This is an optimization exercise on Yosys and OpenROAD, whose aim is small area, a short achievable clock period and few clock cycles, not a production implementation. The RTL was checked by simulation tests, not by an equivalence proof against the original design. No activity file was given, so power comes from the tool's default toggle rates.

==> trial 16: inputs <==
## mips_core
module mips_core
( input  wire        clk,
  input  wire        rst_n,
  output wire [31:0] imem_addr,
  input  wire [31:0] imem_rdata,
  output wire [31:0] dmem_addr,
  output wire [31:0] dmem_wdata,
  output wire        dmem_we,
  input  wire [31:0] dmem_rdata
);
Settings: LEC_CHECK=0, ABC_AREA=1, ABC_CLOCK_PERIOD_IN_PS=2500, CAP_MARGIN=20, CORE_MARGIN=2, CORE_UTILIZATION=55, CTS_CLUSTER_DIAMETER=80, CTS_CLUSTER_SIZE=20, PLACE_DENSITY=0.7, SLEW_MARGIN=20; clock period 22.0 ns.
standard.sh (not shown) runs the stock make flow with config.mk's settings and CLKGATE_MAP_FILE= SYNTH_SCRIPT=/design/flow/synth_recipe.tcl, a recipe that flattens the netlist after the stock synthesis.
==> flow/flow/run.sh <==
#!/bin/bash
# The standard layout, with ORFS's repair_timing asked to keep a larger
# setup margin than the 22 ns clock needs, so that it works on the period the
# design achieves. The constraints and the clock period are the standard flow's own.
set -euo pipefail
bash standard.sh SETUP_SLACK_MARGIN=16.2 finish > standard_flow.log 2>&1
==> inputs of build 23, as changes to trial 16 <==
--- a/flow/config.mk
+++ b/flow/config.mk
@@ -11,6 +11,4 @@
 export CORE_MARGIN = 2
 export CORE_UTILIZATION = 55
-export CTS_CLUSTER_DIAMETER = 80
-export CTS_CLUSTER_SIZE = 20
 export PLACE_DENSITY = 0.7
 export SLEW_MARGIN = 20
==> inputs of trial 9, as changes to trial 16 <==
--- a/flow/flow/run.sh
+++ b/flow/flow/run.sh
@@ -4,3 +4,3 @@
 # design achieves. The constraints and the clock period are the standard flow's own.
 set -euo pipefail
-bash standard.sh SETUP_SLACK_MARGIN=16.2 finish > standard_flow.log 2>&1
+bash standard.sh SETUP_SLACK_MARGIN=16.35 finish > standard_flow.log 2>&1
==> summary.txt <==
metric                                                                   trial 16                build 23                  trial 9
Run status                                               timing/DRC/antenna clean  timing/DRC/antenna clean  timing/DRC/antenna clean
Inverters                                                                    1530                    1529                     1531
Met1 capacity usage during global routing                                   0.587                   0.589                    0.594
Critical hold path startpoint                                      e_lw$_DFFE_PN_          e_lw$_DFFE_PN_           e_sw$_DFFE_PN_
Logic power comb                                                        0.00350 W               0.00351 W                0.00364 W
Net switching power figure                                              0.00316 W               0.00333 W                0.00327 W
Final-layout worst hold slack                                            0.456 ns                0.440 ns                 0.485 ns
Biggest cell delay along the critical path                                0.58 ns                 0.45 ns                  0.46 ns
Flip-flop and latch share of the layout cell area                           0.465                   0.452                    0.463
Endpoint of the worst hold path                                      m_ld$_DFF_P_            m_ld$_DFF_P_           m_st$_DFF_PN0_
Data required, critical path                                             22.62 ns                17.60 ns                 17.60 ns
Reg2reg start                                            rf.valid[15]$_DFFE_PN0P_  sel_b[8]$_SDFFCE_PP0N_  sel_b[27]$_SDFFCE_PN0N_
Skew-Pair Late Insertion Delay                                            0.80 ns                 0.85 ns                  0.79 ns
Number of inserted diodes                                                      17                      21                       19
Non-CTS buffers                                                               338                     339                      360
Endpoint of the most critical register-to-register path         m_res[25]$_DFF_P_       m_res[29]$_DFF_P_        m_res[28]$_DFF_P_
Number of gates resized after cts                                             220                     336                      469
Worst IR drop on VDD                                                       343 uV                  340 uV                   304 uV
Critical path fanouts, max                                                     19                       2                        2
Total iterations of the first detailed-routing run                             14                      14                       10
Minimum period implied by the final worst setup slack                     5.99 ns                 5.81 ns                  5.75 ns
Testbench counts of trial 16, summed over its fixed seeds: cycles 16,365.
Testbench counts of build 23, summed over its fixed seeds: cycles 16,365.
Testbench counts of trial 9, summed over its fixed seeds: cycles 16,365.

* * *

==> trial 55: inputs <==
Another version of the RTL of mips_core (not shown whole).
==> flow/config.mk <==
export PLATFORM = sky130hd
export DESIGN_NAME = mips_core
export DESIGN_NICKNAME = mips_core
export VERILOG_FILES = /design/flow/design.v
export SDC_FILE = /design/flow/constraint.sdc
export NUM_CORES = 4
export LEC_CHECK = 0
export ABC_AREA = 1
export ABC_CLOCK_PERIOD_IN_PS = 2500
export CAP_MARGIN = 20
export CORE_MARGIN = 2
export CORE_UTILIZATION = 55
export CTS_CLUSTER_DIAMETER = 80
export CTS_CLUSTER_SIZE = 20
export PLACE_DENSITY = 0.7
export SLEW_MARGIN = 20
==> flow/constraint.sdc <==
create_clock -name core_clock -period 22.0 [get_ports {clk}]
set_input_delay 4.4000 -clock core_clock [delete_from_list [all_inputs] [get_ports {clk}]]
set_output_delay 4.4000 -clock core_clock [all_outputs]
set_load 0.01 [all_outputs]
==> flow/flow/run.sh <==
#!/bin/bash
# The standard layout, with ORFS's repair_timing asked to keep a larger
# setup margin than the 22 ns clock needs, so that it works on the period the
# design achieves. The constraints and the clock period are the standard flow's own.
set -euo pipefail
bash standard.sh SETUP_SLACK_MARGIN=16.3 finish > standard_flow.log 2>&1
==> build 82 (differences from trial 55) <==
==> flow/flow/run.sh (replaced) <==
#!/bin/bash
# The standard layout, with ORFS's repair_timing asked to keep a larger
# setup margin than the 22 ns clock needs, so that it works on the period the
# design achieves. The constraints and the clock period are the standard flow's own.
set -euo pipefail
bash standard.sh SETUP_SLACK_MARGIN=16.6 finish > standard_flow.log 2>&1
==> build 61 (differences from trial 55) <==
==> flow/flow/run.sh (replaced) <==
#!/bin/bash
# The standard layout, with ORFS's repair_timing asked to keep a larger
# setup margin than the 22 ns clock needs, so that it works on the period the
# design achieves. The constraints and the clock period are the standard flow's own.
set -euo pipefail
bash standard.sh SETUP_SLACK_MARGIN=16.45 finish > standard_flow.log 2>&1
==> qor summary <==
| metric | build 82 | trial 55 | build 61 |
|---|---|---|---|
| Result of the run | timing/DRC/antenna clean | timing/DRC/antenna clean | timing/DRC/antenna clean |
| Leakage power | 34.0 nW | 33.5 nW | 33.8 nW |
| Proportion of layout cells with a drive suffix above 1 | 11.4% | 9.22% | 10.5% |
| Headroom to the max-slew limit | 15.2% | 15.3% | 20.3% |
| Worst IR Drop VDD | 0.184 mV | 0.225 mV | 0.142 mV |
| Area of the multi-input gates | 0.0333 mm^2 | 0.0327 mm^2 | 0.0329 mm^2 |
| Antenna violations before repair | 28 | 12 | 27 |
| Detailed-route wire length on metal 1 | 114 mm | 116 mm | 114 mm |
| Cell count of the worst reg-to-reg path | 23 | 21 | 22 |
| Worst setup path endpoint | imem_addr[25] | imem_addr[21] | imem_addr[20] |
| Fraction of area in registers | 45.7% | 46.5% | 46.1% |
| Beginning of the critical path | pc[25] | pc[21] | pc[20] |
| Multi-input combinational area share | 40.2% | 40.3% | 40.0% |
| Met3 Use GR | 24.8% | 22.8% | 22.8% |
| Power dissipated by switching net loads | 3.33 mW | 3.35 mW | 3.33 mW |
| Inserted Clock Buffers | 86 | 83 | 82 |
Testbench counts of trial 55, summed over its fixed seeds: cycles 16,365.
Testbench counts of build 82, summed over its fixed seeds: cycles 16,365.
Testbench counts of build 61, summed over its fixed seeds: cycles 16,365.

## afterwards: timing with drivers on the ports
Ports are ideal in the flow. The routed layouts listed here were re-timed in OpenROAD.
Step 1 sets driving cells, clkbuf_16 on the clock port and buf_2 on the other inputs (assumed; they add their load-dependent delay and slew).
Step 2 times the ports against the registers' clock, not the clock port: input delays grow and output delays shrink by t, the midpoint of the rising clock arrivals with the driver on.
a / b / c = ideal ports / drivers / drivers and shift; a / b = the first two.
| run | t (ns) | slack for setup (ns) | worst setup path after step 2 | slew at the worst register clock pin (ns) | pins driven straight from the clock port |
|---|---|---|---|---|---|
| trial 16 | 0.846 | 16.012 / 16.012 / 15.455 | input to register | 0.10 / 0.10 | 1 |
| build 23 | 0.908 | 16.193 / 16.104 / 15.442 | input to register | 0.07 / 0.07 | 1 |
| trial 9 | 0.840 | 16.250 / 16.167 / 15.544 | input to register | 0.10 / 0.10 | 1 |
| trial 55 | 0.846 | 16.265 / 16.177 / 15.497 | input to register | 0.09 / 0.09 | 1 |
| build 82 | 0.849 | 16.262 / 16.173 / 15.791 | input to register | 0.09 / 0.09 | 1 |
| build 61 | 0.811 | 16.275 / 16.192 / 15.636 | input to register | 0.09 / 0.09 | 1 |
After both steps setup and hold are still met in every run listed. The setup slack of trial 55, which loses most, moves by -0.088 ns with the drivers and by -0.768 ns with both steps.
